From an optimization exercise on the open Yosys and OpenROAD flow, aimed at small area, a short achievable clock period and few clock cycles per item; shortcuts taken in it are not production practice.
Function was not checked in any run shown here: the RTL went through the layout flow alone.
Power is estimated from default activity; no workload was simulated.

--- design/flow/standard.sh ---
#!/bin/bash
# synth_recipe.tcl (not shown) runs the flow's synth.tcl, then flattens the netlist and writes it again
# the make line also repeats each setting of config.mk as NAME=value (left out here)
make -C /OpenROAD-flow-scripts/flow DESIGN_CONFIG=/design/flow/config.mk WORK_HOME=/design/flow/orfs CLKGATE_MAP_FILE= SYNTH_SCRIPT=/design/flow/synth_recipe.tcl "${@:-finish}"
--- design/flow/flow/synth.tcl ---
# synth_recipe.tcl with two hooks: abc runs flow/abc.script (MY_ABC_SCRIPT),
# and extract_fa is skipped when MY_NOFA is 1.
proc synth {args} { yosys synth -nofsm -noshare {*}$args }
proc abc {args} {
  set out {}
  set skip 0
  foreach a $args {
    if {$skip} { set skip 0; continue }
    if {$a eq "-script" || $a eq "-D"} { set skip 1; continue }
    lappend out $a
  }
  lappend out -script $::env(MY_ABC_SCRIPT)
  yosys abc {*}$out
}
if {$::env(MY_NOFA)} { proc extract_fa {args} {} }
source $::env(SCRIPTS_DIR)/synth.tcl
# left out here: clear keep_hierarchy, flatten, clean up, hide names made inside functions, write 1_2_yosys.v
--- design/flow/constraint.sdc ---
create_clock -name core_clock -period 5.0 [get_ports {clk_i}]
set_input_delay 1.0000 -clock core_clock [delete_from_list [all_inputs] [get_ports {clk_i}]]
set_output_delay 1.0000 -clock core_clock [all_outputs]
set_load 0.01 [all_outputs]
--- design/flow/flow/run.sh ---
#!/bin/bash
# Layout flow: the standard ORFS flow, with two changes.
#  1. Synthesis is ORFS's own script (with the standard flow's -nofsm -noshare wrapper,
#     flatten and renaming, as in synth_recipe.tcl), but ABC maps with the
#     script in flow/abc.script and full/half adder extraction can be skipped.
#  2. The port buffers inserted during placement are buf cells instead of
#     the slow clkdlybuf cells that buffer_ports picks by default.
# Settings come from flow/params.sh. Each tool's output goes to its own log.
set -euo pipefail
HERE=$(pwd)
source "$HERE/flow/params.sh"
export MY_ABC_SCRIPT="$HERE/flow/abc.script"
export MY_NOFA
export BUFFER_PORTS_ARGS="-buffer_cell $PORT_BUFFER"
sed "s#SYNTH_SCRIPT=[^ ]*#SYNTH_SCRIPT=$HERE/flow/synth.tcl#" standard.sh > my_standard.sh
bash my_standard.sh finish > flow_make.log 2>&1
--- design/flow/flow/params.sh ---
MY_NOFA=1
PORT_BUFFER=sky130_fd_sc_hd__buf_1
--- design/flow/flow/abc.script ---
strash
dch
map -a
topo
stime -c
--- design/flow/design.v ---
module sqrt_mult_system (
    input clk_i,
    input rst_i,
    input start_i,
    input [7:0] a_bi,
    input [7:0] b_bi,
    output [15:0] result,
    output done
);
    wire [14:0] d;
    wire p000;
    wire p001;
    wire p002;
    wire p003;
    wire p004;
    wire p005;
    wire p006;
    wire p007;
    wire p008;
    wire p009;
    wire p010;
    wire p011;
    wire p012;
    wire p013;
    wire p014;
    wire p015;
    wire p016;
    wire p017;
    wire p018;
    wire p019;
    wire p020;
    wire p021;
    wire p022;
    wire p023;
    wire p024;
    wire p025;
    wire p026;
    wire p027;
    wire p028;
    wire p029;
    wire p030;
    wire p031;
    wire p032;
    wire p033;
    wire p034;
    wire p035;
    wire p036;
    wire p037;
    wire p038;
    wire p039;
    wire p040;
    wire p041;
    wire p042;
    wire p043;
    wire p044;
    wire p045;
    wire p046;
    wire p047;
    wire p048;
    wire p049;
    wire p050;
    wire p051;
    wire p052;
    wire p053;
    wire p054;
    wire p055;
    wire p056;
    wire p057;
    wire p058;
    wire p059;
    wire p060;
    wire p061;
    wire p062;
    wire p063;
    wire p064;
    wire p065;
    wire p066;
    wire p067;
    wire p068;
    wire p069;
    wire p070;
    wire p071;
    wire p072;
    wire p073;
    wire p074;
    wire p075;
    wire p076;
    wire p077;
    wire p078;
    wire p079;
    wire p080;
    wire p081;
    wire p082;
    wire p083;
    wire p084;
    wire p085;
    wire p086;
    wire p087;
    wire p088;
    wire p089;
    wire p090;
    wire p091;
    wire p092;
    wire p093;
    wire p094;
    wire p095;
    wire p096;
    wire p097;
    wire p098;
    wire p099;
    wire p100;
    wire p101;
    wire p102;
    wire p103;
    wire p104;
    wire p105;
    wire p106;
    wire p107;
    wire p108;
    wire p109;
    wire p110;
    wire p111;
    wire p112;
    wire p113;
    wire p114;
    wire p115;
    wire p116;
    wire p117;
    wire p118;
    wire p119;
    wire p120;
    wire p121;
    wire p122;
    wire p123;
    wire p124;
    wire p125;
    wire p126;
    wire p127;
    wire p128;
    wire p129;
    wire p130;
    wire p131;
    wire p132;
    wire p133;
    wire p134;
    wire p135;
    wire p136;
    wire p137;
    wire p138;
    wire p139;
    wire p140;
    wire p141;
    wire p142;
    wire p143;
    wire p144;
    wire p145;
    wire p146;
    wire p147;
    wire p148;
    wire p149;
    wire p150;
    wire p151;
    wire p152;
    wire p153;
    wire p154;
    wire p155;
    wire p156;
    wire p157;
    wire p158;
    wire p159;
    wire p160;
    wire p161;
    wire p162;
    wire p163;
    wire p164;
    wire p165;
    wire p166;
    wire p167;
    wire p168;
    wire p169;
    wire p170;
    wire p171;
    wire p172;
    wire p173;
    wire p174;
    wire p175;
    wire p176;
    wire p177;
    wire p178;
    wire p179;
    wire p180;
    wire fl_p0;
    wire hv9;
    wire hv8;
    wire hv7;
    wire hv6;
    wire lv9;
    wire lv8;
    wire lv1;
    wire lv0;
    wire fl_s2_5g;
    wire fl_x1;
    wire fl_x2;
    wire fl_x3;
    wire fl_x4;
    wire fl_x5;
    assign p114 = ~b_bi[7];
    assign p115 = b_bi[4] | b_bi[5];
    assign p116 = p115 | b_bi[6];
    assign p117 = p116 & ~(p114);
    assign p118 = ~(b_bi[7] | b_bi[6]);
    assign p119 = ~(p118 & p115);
    assign p120 = p119 & ~(p117);
    assign p121 = a_bi[0] & ~(p120);
    assign p122 = ~a_bi[2];
    assign p123 = ~b_bi[4];
    assign p124 = b_bi[2] | b_bi[3];
    assign p125 = p123 & ~(p124);
    assign p126 = b_bi[5] & ~(p125);
    assign p127 = ~b_bi[5];
    assign p128 = ~(b_bi[1] | b_bi[2]);
    assign p129 = p128 & ~(b_bi[0]);
    assign p130 = b_bi[3] & ~(p129);
    assign p131 = p130 | b_bi[6];
    assign p132 = p129 & ~(b_bi[3]);
    assign p133 = p132 | p123;
    assign p134 = p131 & ~(p133);
    assign p135 = p127 & ~(p134);
    assign p136 = p135 | b_bi[7];
    assign p137 = p136 | p126;
    assign p138 = b_bi[7] & b_bi[6];
    assign p139 = p118 & ~(p129);
    assign p140 = p139 | p138;
    assign p141 = p124 | p115;
    assign p142 = p140 & ~(p141);
    assign p143 = p130 | b_bi[4];
    assign p144 = b_bi[6] | ~(b_bi[7]);
    assign p145 = p144 | p127;
    assign p146 = p143 & ~(p145);
    assign p147 = p146 | p142;
    assign p148 = p137 & ~(p147);
    assign p149 = a_bi[0] | ~(a_bi[1]);
    assign p150 = p114 & ~(p130);
    assign p151 = ~(b_bi[5] & b_bi[6]);
    assign p152 = b_bi[4] & ~(p151);
    assign p153 = p116 & ~(p152);
    assign p154 = ~(p153 | p150);
    assign p155 = p118 & ~(p123);
    assign p156 = p155 | p138;
    assign p157 = p132 | p127;
    assign p158 = p156 & ~(p157);
    assign p159 = p158 | p154;
    assign p160 = p159 & p149;
    assign p161 = p148 & ~(p160);
    assign p162 = p161 | p122;
    assign p163 = p159 | ~(p148);
    assign p164 = p136 & ~(p138);
    assign p165 = p164 | p163;
    assign p166 = p116 | ~(p124);
    assign p167 = p150 & ~(p166);
    assign p168 = p165 & ~(p167);
    assign p169 = a_bi[0] & a_bi[1];
    assign p170 = p122 & ~(p169);
    assign p171 = p170 & p159;
    assign p172 = p168 & ~(p171);
    assign p173 = a_bi[1] & ~(p172);
    assign p174 = p162 & ~(p173);
    assign fl_p0 = ~(p174 ^ p121);
    assign p175 = ~a_bi[7];
    assign p176 = ~a_bi[6];
    assign p177 = ~a_bi[4];
    assign p178 = a_bi[3] & ~(p170);
    assign p179 = p177 & ~(p178);
    assign p180 = a_bi[5] & ~(p179);
    assign p000 = p176 & ~(p180);
    assign p001 = p000 | p175;
    assign hv9 = p117 & ~(p001);
    assign p002 = ~p000;
    assign p003 = ~a_bi[5];
    assign p004 = ~a_bi[3];
    assign p005 = a_bi[1] & a_bi[2];
    assign p006 = p004 & ~(p005);
    assign p007 = a_bi[4] & ~(p006);
    assign p008 = p003 & ~(p007);
    assign p009 = p008 | p176;
    assign p010 = a_bi[7] ? p002 : p009;
    assign p011 = p117 & ~(p010);
    assign p012 = p118 | p117;
    assign p013 = a_bi[7] & ~(p012);
    assign hv8 = p013 | p011;
    assign p014 = p176 ? p180 : p008;
    assign p015 = p014 ^ p175;
    assign p016 = p117 & ~(p015);
    assign p017 = a_bi[6] & ~(p012);
    assign p018 = a_bi[7] & ~(p119);
    assign p019 = p018 | p017;
    assign hv7 = p019 | p016;
    assign p020 = a_bi[5] ? p179 : p007;
    assign p021 = p020 ^ p176;
    assign p022 = p117 & ~(p021);
    assign p023 = a_bi[6] & ~(p119);
    assign p024 = a_bi[5] & ~(p012);
    assign p025 = p024 | p023;
    assign hv6 = p025 | p022;
    assign lv9 = p159 & ~(p001);
    assign p026 = p159 & ~(p010);
    assign p027 = a_bi[7] & ~(p168);
    assign lv8 = p027 | p026;
    assign p028 = p159 & ~(a_bi[1]);
    assign p029 = p168 & ~(p028);
    assign p030 = a_bi[0] & ~(p029);
    assign p031 = p159 & ~(a_bi[0]);
    assign p032 = p148 & ~(p031);
    assign p033 = a_bi[1] & ~(p032);
    assign lv1 = p033 | p030;
    assign p034 = ~a_bi[0];
    assign lv0 = p163 & ~(p034);
    assign p035 = p177 ? p178 : p006;
    assign p036 = p035 ^ p003;
    assign p037 = p117 & ~(p036);
    assign p038 = a_bi[4] & ~(p012);
    assign p039 = a_bi[5] & ~(p119);
    assign p040 = p039 | p038;
    assign p041 = ~(p040 | p037);
    assign p042 = a_bi[6] & ~(p168);
    assign p043 = p159 & ~(p015);
    assign p044 = a_bi[7] & ~(p148);
    assign p045 = p044 | p043;
    assign p046 = ~(p045 | p042);
    assign p047 = ~(p046 & p041);
    assign p048 = p046 ^ p041;
    assign p049 = a_bi[5] & ~(p168);
    assign p050 = p159 & ~(p021);
    assign p051 = a_bi[6] & ~(p148);
    assign p052 = p051 | p050;
    assign p053 = ~(p052 | p049);
    assign p054 = a_bi[3] ? p170 : p005;
    assign p055 = p054 ^ p177;
    assign p056 = p117 & ~(p055);
    assign p057 = a_bi[3] & ~(p012);
    assign p058 = a_bi[4] & ~(p119);
    assign p059 = p058 | p057;
    assign p060 = ~(p059 | p056);
    assign p061 = ~(p060 & p053);
    assign p062 = p060 ^ p053;
    assign p063 = a_bi[4] & ~(p168);
    assign p064 = p159 & ~(p036);
    assign p065 = a_bi[5] & ~(p148);
    assign p066 = p065 | p064;
    assign p067 = ~(p066 | p063);
    assign p068 = ~a_bi[1];
    assign p069 = a_bi[2] ? p068 : p169;
    assign p070 = p069 ^ p004;
    assign p071 = p117 & ~(p070);
    assign p072 = a_bi[2] & ~(p012);
    assign p073 = a_bi[3] & ~(p119);
    assign p074 = p073 | p072;
    assign p075 = ~(p074 | p071);
    assign p076 = ~(p075 & p067);
    assign p077 = p075 ^ p067;
    assign p078 = a_bi[3] & ~(p168);
    assign p079 = p159 & ~(p055);
    assign p080 = a_bi[4] & ~(p148);
    assign p081 = p080 | p079;
    assign p082 = p081 | p078;
    assign p083 = p119 & ~(p149);
    assign p084 = p083 | p122;
    assign p085 = p084 | p120;
    assign p086 = p170 | ~(p117);
    assign p087 = p118 | p068;
    assign p088 = p086 & ~(p087);
    assign p089 = p085 & ~(p088);
    assign p090 = p082 | ~(p089);
    assign p091 = ~(p089 ^ p082);
    assign p092 = p169 & p117;
    assign p093 = p118 | p034;
    assign p094 = a_bi[1] & ~(p120);
    assign p095 = p093 & ~(p094);
    assign p096 = ~(p095 | p092);
    assign p097 = p168 | p122;
    assign p098 = p159 & ~(p070);
    assign p099 = a_bi[3] & ~(p148);
    assign p100 = p099 | p098;
    assign p101 = p097 & ~(p100);
    assign p102 = p096 & ~(p101);
    assign p103 = p121 & ~(p174);
    assign p104 = p101 ^ p096;
    assign p105 = p103 & ~(p104);
    assign p106 = p105 | p102;
    assign p107 = p091 & ~(p106);
    assign p108 = p090 & ~(p107);
    assign p109 = p077 & ~(p108);
    assign p110 = p076 & ~(p109);
    assign p111 = p062 & ~(p110);
    assign p112 = p061 & ~(p111);
    assign p113 = p048 & ~(p112);
    assign fl_s2_5g = p047 & ~(p113);
    assign fl_x1 = ~(p104 ^ p103);
    assign fl_x2 = p106 ^ p091;
    assign fl_x3 = p108 ^ p077;
    assign fl_x4 = p110 ^ p062;
    assign fl_x5 = p112 ^ p048;
    assign d = { hv9, hv8, hv7, hv6, lv9, lv8, fl_s2_5g, fl_x5, fl_x4, fl_x3, fl_x2, fl_x1, fl_p0, lv1, lv0 };
    reg        done_r;
    reg [7:0] res_lo;
    reg        cy_r;
    reg [1:0] up_lo;
    reg [3:0] up_hi;
    always @(posedge clk_i) begin
        done_r <= start_i & ~rst_i;
        {up_hi, up_lo, cy_r, res_lo} <= d;
    end
    wire [3:0] u;
    wire q00;
    wire q01;
    wire q02;
    wire q03;
    wire q04;
    wire q05;
    wire q06;
    wire q07;
    wire q08;
    wire fu_x0;
    wire fu_x1;
    wire fu_x2;
    wire fu_x3;
    assign q00 = ~(up_lo[0] ^ up_hi[0]);
    assign fu_x0 = ~(q00 ^ cy_r);
    assign q01 = up_lo[0] & up_hi[0];
    assign q02 = cy_r & ~(q00);
    assign q03 = q02 | q01;
    assign q04 = ~(up_lo[1] ^ up_hi[1]);
    assign fu_x1 = ~(q04 ^ q03);
    assign q05 = ~(up_lo[1] & up_hi[1]);
    assign q06 = q03 & ~(q04);
    assign q07 = q05 & ~(q06);
    assign fu_x2 = ~(q07 ^ up_hi[2]);
    assign q08 = up_hi[2] & ~(q07);
    assign fu_x3 = q08 ^ up_hi[3];
    assign u = { fu_x3, fu_x2, fu_x1, fu_x0 };
    assign result = {4'b0, u, res_lo};
    assign done   = done_r;
endmodule
--- design/flow/config.mk ---
export PLATFORM = sky130hd
export DESIGN_NAME = sqrt_mult_system
export DESIGN_NICKNAME = sqrt_mult_system
export VERILOG_FILES = /design/flow/design.v
export SDC_FILE = /design/flow/constraint.sdc
export NUM_CORES = 4
export LEC_CHECK = 0
export CAP_MARGIN = 20
export CORE_MARGIN = 2
export CORE_UTILIZATION = 40
export SETUP_SLACK_MARGIN = 1.8
export SLEW_MARGIN = 20
==> flow_metrics.tcl, run 1 <==
set metrics [dict create \
    status "timing/DRC/antenna clean" \
    vias 1375 \
    fin_crit_sh 0.6774 \
    fin_tns_setup_ps 0 \
    timing.critical_path.mode_cell "nand2_2" \
    clk_pin_slew_ps 110 \
    antenna_found_initial 0 \
    ys_types 24 \
    grtUsageTotal 0.1832 \
    crit_cells 18 \
    hold_path.class "in2reg" \
    cts.path.max_buffers 2 \
    grt_pass1_wl_um 4899 \
    wl_um 3063 \
    rsz0062_at_grt "yes" \
    dpl_cell_area_mm2 0.001349 \
    fillers 297 \
    slew_violations 0 \
    synth-main-ff-cell "dfxtp_1" \
    drive_gt1_frac 0.2304 \
    ctsHoldBuffers 0 \
    slowest_delay_ps 330 \
    drtIter0Drc 66 \
    ys_seq_area_frac 0.2661 \
    drc 0 \
    p_leak_nw 0.6660 \
    cap_viol_max_count 0 \
    viasPerCell 5.268 \
    fin_area_mm2 0.001613 \
    yosysWarnings 1 \
    grt_pass1_vias 1263 \
    cts_buffers 3 \
    arrival_ps 3570 \
    critPathBufInv 2 \
    worst_ep_required_time_ps 5190 \
    crit_chain "buf_2 > nor2_2 > clkinv_1 > o21bai_1 > a32oi_1 > nand2_2 > nor2_4 > o21ai_2 > nand2_2 > a221oi_2 > or2_2 > nand2_1 > o211ai_1 > nand2_1 > nand3_2 > nand2_2 > maj3_2 > xnor2_2" \
    placed_cells 238 \
    place_hpwl_um 2219 \
    initial_core_util 0.4291 \
    syn_area_mm2 0.001204 \
    final_cell_count_no_fill 261 \
    period_needed_ps 3387 \
    clock_sinks 16 \
    setup_ws_ps 1613 \
    min_from "rst_i" \
    coreArea_mm2 0.002805 \
    async_reset_ff_frac 0 \
    critPathKind "in2reg" \
    hold_viol 0 \
    power.density_mw_per_mm2 303.3 \
    fp-row-count 19 \
    synth-seq-cells 16 \
    ant_nets 0 \
    fin_util 0.5749 \
    cts_tree "done" \
    setup_viol 0 \
    overflow 0 \
    area_growth_pct 33.99 \
    synthCells 181 \
    grt_max_degree 10 \
    die_w_um 58.86 \
    hold_path_end "done_r$_DFF_P_" \
    crit_path_start_kind "input port" \
    first_pass_iters 15 \
    cp_slowest_cell "maj3_2" \
    peakVddDrop_mv 0.1452 \
    routedWlPerCell_um 11.74 \
    fp.dieH_um 58.86 \
    critPathMaxFanout 5 \
    gp_congestion 0.9464 \
    place_ws_ps 923.5 \
    synth_edf_count 0 \
    postSynthAreaPerCell_um2 6.650 \
    htree_levels 1 \
    nets 250 \
    port_buffers 31 \
    hold_depth 2 \
    dieArea_mm2 0.003464 \
    critPathCaptureType "flop" \
    diodes 0 \
    clockRootBuffer "clkbuf_4" \
    crit_family "simple AND/OR/NAND/NOR gates" \
    ios 36 \
    max_freq_mhz 295.3 \
]
## sequential cells by signal (all words and copies together) (netlist names)
register and flops:
up_hi 4, done_r 1, res_lo 8, cy_r 1, up_lo 2
## report_power, final
group | leakage (nW) | internal (W) | total (W) | switching (W)
combinational | 0.511 | 0.000103 | 0.000231 | 0.000129
sequential | 0.134 | 0.000157 | 0.000168 | 0.0000109
clock | 0.0210 | 0.0000443 | 0.0000898 | 0.0000454
total | 0.666 | 0.000304 | 0.000489 | 0.000185
## how the worst max path moves through the flow
stage / start / endpoint / slack (ps)
6_report: b_bi[7] / res_lo[7]$_DFF_P_ / 1610
5_1_grt: b_bi[7] / res_lo[7]$_DFF_P_ / 1480
4_1_cts: b_bi[0] / res_lo[7]$_DFF_P_ / 1640
3_5_place_dp: b_bi[7] / res_lo[7]$_DFF_P_ / 920
3_3_place_gp: b_bi[7] / res_lo[7]$_DFF_P_ / 990
2_1_floorplan: b_bi[0] / res_lo[7]$_DFF_P_ / 1480
## synth_stat cells, drive strengths merged (4+ instances only)
cell,instances,share of area
nor2,32,0.10
a21oi,11,0.046
o21ai,11,0.046
clkinv,28,0.087
nand3,5,0.021
dfxtp,16,0.27
o22ai,7,0.036
buf,8,0.050
xnor2,6,0.044
nand2,23,0.072
a221oi,4,0.029
xor2,11,0.080
## placed cells by master (no fill, tap or decap), types with 4 or more instances in the layout
| cell | count |
|---|---|
| xor2_1 | 11 |
| nand2_1 | 20 |
| nand3_1 | 4 |
| buf_1 | 28 |
| o22ai_1 | 7 |
| dfxtp_1 | 16 |
| xnor2_1 | 5 |
| clkinv_1 | 24 |
| o21ai_0 | 9 |
| a21oi_1 | 9 |
| conb_1 | 4 |
| nor2_4 | 4 |
| nor2_1 | 25 |
| buf_4 | 19 |
## area by class of cell
cell class	instances	area, um2	share of cell area
inverter	28	111.4	0.06905
tap	31	38.79	0.02405
timing repair buffer	50	275.3	0.1707
sequential	16	320.3	0.1986
clock buffer	4	36.28	0.02250
multi-input combinational	132	830.8	0.5151
## per-stage QoR
stage	total power [W]	hold WS [ps]
final	0.0004891	837.3
after floorplan	0.0003222	1071
after CTS	0.0004761	824.5
after detailed placement	0.0003577	1153
after global routing	0.0005262	848.1
after global placement	0.0003527	1150
## per-layer routing
metal	up-vias	part of all wire	track usage	routed length (um)
met4	0	0.012	0.09416	36
met5	-	0	0	0
met2	64	0.49	0.3206	1491
met3	6	0.071	0.04176	219
met1	613	0.43	0.2056	1315
li1	692	-	-	-
## repair_timing
item                       in CTS  in global routing
buffers inserted               14                  5
setup endpoints to repair       4                  3
gates resized for setup        13                 13
cloned                          0                  0
pin swaps                      13                 10
## cell families (layout without fill, tap and decap cells)
group,Yosys count,count (layout),synth area share
simple gates,63,63,0.2069
compound gates,45,45,0.2381
buf+inv,36,82,0.1372
xor+xnor,17,17,0.1237
flops,16,16,0.2661
fa+ha+maj,3,3,0.02495
other cells,1,4,0.003116
==> run 2, diff against run 1 <==
==> design/flow/flow/abc.script (replaced) <==
strash
dch
map -D 1300
topo
stime -c
==> flow_metrics.tcl, run 2 <==
set metrics [dict create \
    status "timing/DRC/antenna clean" \
    hold_path.class "in2reg" \
    synthTopCellsByArea "dfxtp_1 (24%), nand2_1 (11%), a21oi_1 (8.6%), clkinv_1 (7.6%), o21ai_0 (6.4%)" \
    synth-seq-cells 16 \
    hold_slack_ps 829.9 \
    wl_met3_um 200 \
    overflow 0 \
    htree_levels 1 \
    grt_max_degree 10 \
    drc 0 \
    clk_pin_slew_ps 110 \
    syn_area_mm2 0.001334 \
    peakVddDrop_mv 0.09920 \
    layout_common_cells "nand2_1 (37), buf_1 (27), clkinv_1 (25)" \
    ys_types 28 \
    setup_viol 0 \
    routedWlPerCell_um 11.60 \
    cts.path.max_buffers 2 \
    fin_util 0.5121 \
    cts_buffers 3 \
    critPathKind "in2reg" \
    multi_input_area_um2 924.6 \
    largest_reg_flops 8 \
    hold_viol 0 \
    area_growth_pct 19.14 \
    synth_top_area_share 0.2402 \
    ant_nets 0 \
    rsz0062_at_grt "no" \
    fin_tns_setup_ps 0 \
    yosysWarnings 1 \
    yosys-top-cells-count "nand2_1 (40), clkinv_1 (27), a21oi_1 (23)" \
    grt_pass1_wl_um 5140 \
    die_w_um 61.75 \
    place_hpwl_um 2507 \
    cts_tree "done" \
    postSynthAreaPerCell_um2 6.351 \
    period_needed_ps 3036 \
    max_freq_mhz 329.4 \
    power.density_mw_per_mm2 290.1 \
    arrival_ps 3280 \
    port_buffers 31 \
    final_common_cell "nand2_1" \
    yosysMostFrequentCell "nand2_1" \
    slew_violations 0 \
    fp.dieH_um 61.75 \
    wl_met2_um 1507 \
    fp-row-count 20 \
    gp_congestion 0.9335 \
    viasPerCell 5.247 \
    regArea_um2 320.3 \
    wl_met1_um 1581 \
    async_reset_ff_frac 0 \
    top_layer_used "met4" \
    critPathMaxFanout 4 \
    drtIter0Drc 61 \
    vias 1511 \
    nets 264 \
    antenna_found_initial 0 \
    synthCells 210 \
    fin_crit_sh 0.6073 \
    p_leak_nw 0.6416 \
    ios 36 \
    synth-main-ff-cell "dfxtp_1" \
    critPathCaptureType "flop" \
    wl_um 3342 \
    initial_core_util 0.4298 \
    ys_seq_area_frac 0.2402 \
    clockRootBuffer "clkbuf_4" \
    first_pass_iters 4 \
    coreArea_mm2 0.003103 \
    clock_sinks 16 \
    dieArea_mm2 0.003812 \
    synth_edf_count 0 \
    synth_top_area_cell "dfxtp_1" \
    cap_viol_max_count 0 \
    grtUsageTotal 0.1799 \
    diodes 0 \
    grt_pass1_vias 1192 \
    crit_path_start_kind "input port" \
    fillers 341 \
    drive_gt1_frac 0.1352 \
    worst_ep_required_time_ps 5240 \
]
-- run 2: cell count changes after synthesis, moves of 2 or more --
cell,change
nor2_1,-12
nand3_1,+4
o21bai_1,+3
nand2_1,+17
xor2_1,-2
xnor2_1,-2
o21ai_0,+6
a21oi_1,+12
a221oi_1,-3
a31oi_1,+2
nor3_1,+3
-- run 2: repair_timing --
action / in CTS / in global routing
hold buffers: 0 / 0
endpoints found under the hold margin: 0 / 0
endpoints found under the setup margin: 3 / 4
gates resized for setup: 2 / 22
setup buffers: 0 / 4
pin swaps: 0 / 7
-- run 2: logic make-up after synthesis --
| group | count (synthesis) | share of synthesized area |
|---|---|---|
| and+or+nand+nor | 77 | 0.2364 |
| xor gates and xnor gates | 13 | 0.08537 |
| adders and majority gates | 2 | 0.01501 |
| AOI/OAI and AO/OA | 66 | 0.2993 |
| other | 1 | 0.002812 |
| buffers and inverters | 35 | 0.1210 |
| DFF | 16 | 0.2402 |
-- run 2: worst paths after layout --
| kind | endpoint | from | cells after the start |
|---|---|---|---|
| max | cy_r$_DFF_P_ | b_bi[1] | 12 |
| min | done_r$_DFF_P_ | rst_i | 2 |
-- run 2: final cells by class --
cell class / instances / share of cell area
clock buffers: 4 / 0.02283
inverters: 27 / 0.06378
multi-input cells: 162 / 0.5819
flip-flops and latches: 16 / 0.2016
well taps: 44 / 0.03465
repair buffers: 35 / 0.09528
-- run 2: stage by stage --
| stage | instances | cell area, um2 | total power (W) | setup WS [ps] |
|---|---|---|---|---|
| CTS | 284 | 1500 | 0.0004518 | 1854 |
| detailed placement | 280 | 1456 | 0.0003585 | 1370 |
| finish | 288 | 1589 | 0.0004609 | 1964 |
| floorplan | 213 | 1345 | 0.0003220 | 1994 |
| global placement | 280 | 1456 | 0.0003594 | 1480 |
| global route | 288 | 1589 | 0.0004974 | 1781 |
-- run 2: routing by layer --
layer	track usage	up-vias
li1	-	780
met1	0.2605	672
met2	0.2692	54
met3	0.02484	5
met4	0.07295	0
met5	0	-
-- run 2: power breakdown --
part | switching (W) | internal [W] | total [W]
registers | 0.00000971 | 0.000154 | 0.000164
clock network | 0.0000479 | 0.0000445 | 0.0000923
logic | 0.000126 | 0.0000781 | 0.000205
-- run 2: worst max-delay path, cell delays in order --
cell      delay [ps]
buf_1            100
nor3_2           240
o21ai_0          180
a32oi_2          270
nand4_1          240
a31oi_2          310
o21bai_2         100
o211ai_1         290
a21oi_1          110
o21bai_1         230
nand2_1           70
a21oi_1          130
==> run 3, diff against run 2 <==
==> design/flow/flow/abc.script (replaced) <==
strash
dch
map -a
topo
stime -c
--- a/design/flow/config.mk
+++ b/design/flow/config.mk
@@ -8,5 +8,5 @@
 export CAP_MARGIN = 20
 export CORE_MARGIN = 2
 export CORE_UTILIZATION = 40
-export SETUP_SLACK_MARGIN = 1.8
+export SETUP_SLACK_MARGIN = 2.2
 export SLEW_MARGIN = 20
==> flow_metrics.tcl, run 3 <==
set metrics [dict create \
    largest_reg_flops 8 \
    area_growth_pct 51.25 \
    drive_gt1_frac 0.3252 \
    coreArea_mm2 0.002805 \
    pwr-share-clk 0.135 \
    syn_area_mm2 0.001204 \
    cts_buffers 3 \
    synth-seq-cells 16 \
    drtIter0Drc 58 \
    regArea_um2 320.3 \
    p_sw_frac 0.3815 \
    setup_viol 0 \
    nets 267 \
    synthTopCellsByArea "dfxtp_1 (27%), nor2_1 (10%), clkinv_1 (8.7%), xor2_1 (8.0%), nand2_1 (7.2%)" \
    cap_viol_max_count 0 \
    dpl_cell_area_mm2 0.001349 \
    synth_top_area_cell "dfxtp_1" \
    rsz0062_at_grt "yes" \
    period_needed_ps 3309 \
    synth-main-ff-cell "dfxtp_1" \
    grt_max_degree 9 \
    critPathCaptureType "flop" \
    fp.dieH_um 58.86 \
    grt_util_met2 0.3683 \
    slew_violations 0 \
    internal-power_w 0.0003207 \
    fin_area_mm2 0.001821 \
    viasPerCell 5.264 \
    diodes 0 \
    min_from "rst_i" \
    power.density_mw_per_mm2 284.8 \
    drc 0 \
    ios 36 \
    critPathMaxFanout 4 \
    fin_crit_sh 0.6618 \
    final_common_cell "buf_4" \
    yosys-top-cells-count "nor2_1 (32), clkinv_1 (28), nand2_1 (23)" \
    arrival_ps 3490 \
    dieArea_mm2 0.003464 \
    clockRootBuffer "clkbuf_4" \
    routedWlPerCell_um 12.62 \
    yosysWarnings 1 \
    grtUsageTotal 0.2005 \
    hold_viol 0 \
    antenna_found_initial 0 \
    grtUsageMet1 0.2355 \
    peakVddDrop_mv 0.1770 \
    clock_sinks 16 \
    crit_start "b_bi[1]" \
    fillers 258 \
    ys_types 24 \
    crit_path_start_kind "input port" \
    layout_common_cells "buf_4 (33), buf_1 (26), nor2_1 (25)" \
    synth_edf_count 0 \
    cts_tree "done" \
    power_w 0.0005185 \
    hold_path.class "in2reg" \
    max_freq_mhz 302.2 \
    postSynthAreaPerCell_um2 6.650 \
    yosysMostFrequentCell "nor2_1" \
    worst_ep_required_time_ps 5180 \
    clk_pin_slew_ps 90 \
    power.switching_w 0.0001978 \
    ctsHoldBuffers 0 \
    die_w_um 58.86 \
    initial_core_util 0.4291 \
    cts.path.max_buffers 2 \
    wl_um 3495 \
    async_reset_ff_frac 0 \
    gr-max-usage-layer "met2" \
    critPathCapture "res_lo[7]$_DFF_P_" \
    synthCells 181 \
    first_pass_iters 15 \
    overflow 0 \
    pwr-share-seq 0.323 \
    multi_input_area_um2 900.9 \
    fin_tns_setup_ps 0 \
    ant_nets 0 \
    synth_top_area_share 0.2661 \
    critPathKind "in2reg" \
    port_buffers 31 \
    p_comb_frac 0.542 \
    vias 1458 \
    p_leak_nw 0.7764 \
    status "timing/DRC/antenna clean" \
    fp-row-count 19 \
    grt_pass1_wl_um 5361 \
    gp_congestion 0.9413 \
    grtUsageMet3 0.03077 \
    htree_levels 1 \
    place_hpwl_um 2242 \
    grt_pass1_vias 1273 \
    ys_seq_area_frac 0.2661 \
]
[run 3: cell types whose count changed in the layout (fill, tap and decap cells not counted), sizes merged, moves of 4 or more]
cell and delta:
a21oi -12, buf +35, o21ai -6, nor2 +12, inv +4, clkbuf -4, nand2 -17, nand3 -4
[run 3: cells by family (layout without fill, tap and decap cells)]
family	Yosys count	after routing	share of synthesized area
compound gates	45	45	0.2381
xor+xnor	17	17	0.1237
fa+ha+maj	3	3	0.02495
buf+inv	36	98	0.1372
flops	16	16	0.2661
other cells	1	4	0.003116
simple gates	63	63	0.2069
[run 3: worst min-delay path by stage]
stage          depth (start not counted)  slack (ps)              to
3_3_place_gp                           2        1150  done_r$_DFF_P_
5_1_grt                                2         840  done_r$_DFF_P_
4_1_cts                                2         840  done_r$_DFF_P_
6_report                               2         850  done_r$_DFF_P_
2_1_floorplan                          1        1070  done_r$_DFF_P_
3_5_place_dp                           2        1160  done_r$_DFF_P_
[run 3: cell type report]
class | count | area share
Multi-Input combinational cell | 132 | 0.4948
Timing Repair Buffer | 67 | 0.2289
Sequential cell | 16 | 0.1759
Inverter | 28 | 0.06667
Tap cell | 31 | 0.02131
Clock buffer | 3 | 0.01237
[run 3: through the flow]
stage	hold WS, ps	instances	utilization	setup slack [ps]
detailed placement	1156	238	0.4808	930.6
global route	840.0	277	0.6490	1497
global placement	1149	238	0.4808	989.3
floorplan	1071	184	-	1479
CTS	840.9	270	0.5923	1632
finish	852.5	277	0.6490	1691
[run 3: per-layer routing]
metal / part of all wire / routed length [um] / up-vias
met5: 0 / 0 / -
met4: 0.011 / 39 / 0
met3: 0.060 / 211 / 6
met2: 0.51 / 1783 / 53
met1: 0.42 / 1461 / 667
li1: - / - / 732
[run 3: worst max-delay path: stages]
cell      delay, ps
buf_6           100
nor3_4          250
nor2_4           60
o211ai_1        220
a21oi_2          90
buf_4           140
o21ai_2         150
nand2_4         100
buf_4           160
a221oi_2        250
inv_2            60
or2_2           310
nand3_2         100
nand2_2          70
maj3_2          320
xnor2_1         120
[run 3: power groups by stage]
| stage | Sequential (W) | Combinational, W | Clock (W) |
|---|---|---|---|
| 3_3_place_gp | 0.000169 | 0.000184 | 0 |
| 2_1_floorplan | 0.000181 | 0.000141 | 0 |
| 5_1_grt | 0.000170 | 0.000308 | 0.0000759 |
| 4_1_cts | 0.000168 | 0.000245 | 0.0000730 |
| 6_report | 0.000168 | 0.000281 | 0.0000701 |
| 3_5_place_dp | 0.000171 | 0.000186 | 0 |
[run 3: repair_timing]
action / 4_1_cts / 5_1_grt
setup endpoints to repair: 6 / 9
pin swaps: 16 / 18
buffers inserted: 29 / 7
resized for setup: 23 / 27
==> run 4, diff against run 3 <==
==> design/flow/flow/abc.script (replaced) <==
strash
dch
map -D 1300
topo
stime -c
==> flow_metrics.tcl, run 4 <==
set metrics [dict create \
    first_pass_iters 4 \
    place_ws_ps 1516 \
    syn_area_mm2 0.001334 \
    dieArea_mm2 0.003812 \
    coreArea_mm2 0.003103 \
    cts_tree "done" \
    yosys.area_share.simple 0.2364 \
    ios 36 \
    fp.dieH_um 61.75 \
    drc 0 \
    synth_xor_area_frac 0.08537 \
    routedWlPerCell_um 13.36 \
    ant_nets 0 \
    vias 1602 \
    power.density_mw_per_mm2 254.0 \
    layout_common_cells "nand2_1 (29), clkinv_1 (20), buf_1 (17)" \
    cts_buffers 3 \
    critPathKind "in2reg" \
    final_cell_count_no_fill 297 \
    gp_congestion 0.9227 \
    fin_util 0.6222 \
    placed_cells 280 \
    final_common_cell "nand2_1" \
    crit_path_start_kind "input port" \
    critPathMaxFanout 4 \
    synthTopCellsByArea "dfxtp_1 (24%), nand2_1 (11%), a21oi_1 (8.6%), clkinv_1 (7.6%), o21ai_0 (6.4%)" \
    setup_ws_ps 2168 \
    synth_top_area_share 0.2402 \
    ctsHoldBuffers 0 \
    clockRootBuffer "clkbuf_4" \
    worst_ep_required_time_ps 5240 \
    period_needed_ps 2832 \
    drive_gt1_frac 0.3597 \
    htree_levels 1 \
    setup_viol 0 \
    fillers 296 \
    fin_tns_setup_ps 0 \
    synthCells 210 \
    area_growth_pct 44.75 \
    die_w_um 61.75 \
    fp-row-count 20 \
    synth_top_area_cell "dfxtp_1" \
    ys_types 28 \
    synth_top_family_by_area "compound AO/OA/AOI/OAI gates" \
    grtUsageTotal 0.2078 \
    synth-compound-area-share 0.2992 \
    hold_path.class "in2reg" \
    max_freq_mhz 353.1 \
    antenna_found_initial 0 \
    async_reset_ff_frac 0 \
    ys_seq_area_frac 0.2402 \
    yosys-top-cells-count "nand2_1 (40), clkinv_1 (27), a21oi_1 (23)" \
    grt_pass1_wl_um 5851 \
    synth-main-ff-cell "dfxtp_1" \
    wl_um 3969 \
    hold_viol 0 \
    postSynthAreaPerCell_um2 6.351 \
    synth_edf_count 0 \
    drtIter0Drc 71 \
    initial_core_util 0.4298 \
    synth_fa_ha_area_frac 0.01501 \
    rsz0062_at_grt "yes" \
    diodes 0 \
    cts.path.max_buffers 2 \
    critPathCaptureType "flop" \
    synth_mux_area_frac 0 \
    fin_crit_sh 0.5663 \
    largest_reg_flops 8 \
    p_leak_nw 0.7852 \
    port_buffers 31 \
    grt_pass1_vias 1286 \
    cap_viol_max_count 0 \
    status "timing/DRC/antenna clean" \
    place_hpwl_um 2479 \
    overflow 0 \
    slew_violations 0 \
    synth-seq-cells 16 \
    viasPerCell 5.394 \
    clock_sinks 16 \
    nets 274 \
    grt_max_degree 9 \
    peakVddDrop_mv 0.2105 \
    arrival_ps 3070 \
    yosysMostFrequentCell "nand2_1" \
    yosysWarnings 1 \
    clk_pin_slew_ps 100 \
]
## run 4: cell types whose count changed after synthesis, sizes merged, moves of 4 or more
cell,change
nor2,-12
nand3,+4
nand2,+17
o21ai,+6
a21oi,+12
## run 4: worst paths after layout
kind / from / to / depth (start not counted)
max: b_bi[1] / cy_r$_DFF_P_ / 14
min: rst_i / done_r$_DFF_P_ / 2
## run 4: worst max-delay path, cell delays in order
cell and delay (ps):
buf_6 110, nor2_4 120, nand2_2 90, nand2_4 90
nand2_4 70, nor2_1 80, nand3_1 290, a31oi_4 300
o21bai_2 90, o211ai_1 330, a21oi_2 100, o21bai_2 190
nand2_1 90, a21oi_2 120
## run 4: cell type report
cell class,count,area [um2],area share
clock buffer,3,22.52,0.01167
inverter,27,120.1,0.06222
multi-input combinational,162,1146,0.5936
sequential,16,320.3,0.1659
tap,44,55.05,0.02852
timing repair buffer,45,266.5,0.1380
## run 4: logic make-up (layout without fill, tap and decap cells)
group	Yosys count	in the layout
AND/OR/NAND/NOR	77	77
other	1	4
XOR/XNOR	13	13
adder cells (fa/ha/maj)	2	2
AO/OA/AOI/OAI	66	66
flip-flops	16	16
buffers and inverters	35	75
## run 4: stage by stage
step                      power (W)  instance area, um2  hold WS [ps]
final                     0.0004904                1931         854.9
after global routing      0.0005311                1931         863.3
after CTS                 0.0004555                1725         854.0
after detailed placement  0.0003618                1499          1155
after global placement    0.0003649                1499          1156
after floorplan           0.0003254                1388          1071
## run 4: timing repair
| item | in CTS | in global routing |
|---|---|---|
| resized for setup | 52 | 43 |
| setup buffers | 8 | 6 |
| pin swaps | 20 | 16 |
| endpoints found under the setup margin | 5 | 6 |
## run 4: per-layer routing
| layer | part of all wire | track usage | vias up |
|---|---|---|---|
| li1 | - | - | 802 |
| met1 | 0.41 | 0.2618 | 718 |
| met2 | 0.50 | 0.3609 | 72 |
| met3 | 0.074 | 0.04762 | 10 |
| met4 | 0.019 | 0.04863 | 0 |
| met5 | 0 | 0 | - |
## run 4: power by group
part           internal, W  switching [W]
logic             0.000105       0.000152
clock network    0.0000280      0.0000412
registers         0.000154     0.00000976

## what the ideal ports hide
The flow's constraints put no driver on any port. The routed layouts listed below were extracted and timed again, unchanged, in two steps.
Step 1, drivers: a clkbuf_16 drives clk_i and a buf_2 each remaining input, both assumed.
Step 2 also shifts input and output timing later by t, the mid clock arrival at the registers, as if the neighbouring blocks saw the same clock.
Three values: ideal ports, drivers, drivers and shift; two values: the first two.
| run | t (ns) | setup WS [ns] | pins driven straight from the clock port |
|---|---|---|---|
| run 1 | 0.311 | 1.613 / 1.618 / 1.307 | 1 |
| run 2 | 0.322 | 1.964 / 1.965 / 1.643 | 1 |
| run 3 | 0.307 | 1.691 / 1.681 / 1.373 | 1 |
| run 4 | 0.308 | 2.168 / 2.159 / 1.851 | 1 |
After both steps every run listed still meets setup and hold. For run 2, which loses most, drivers alone change the setup slack by +0.001 ns; drivers and shift together by -0.321 ns.
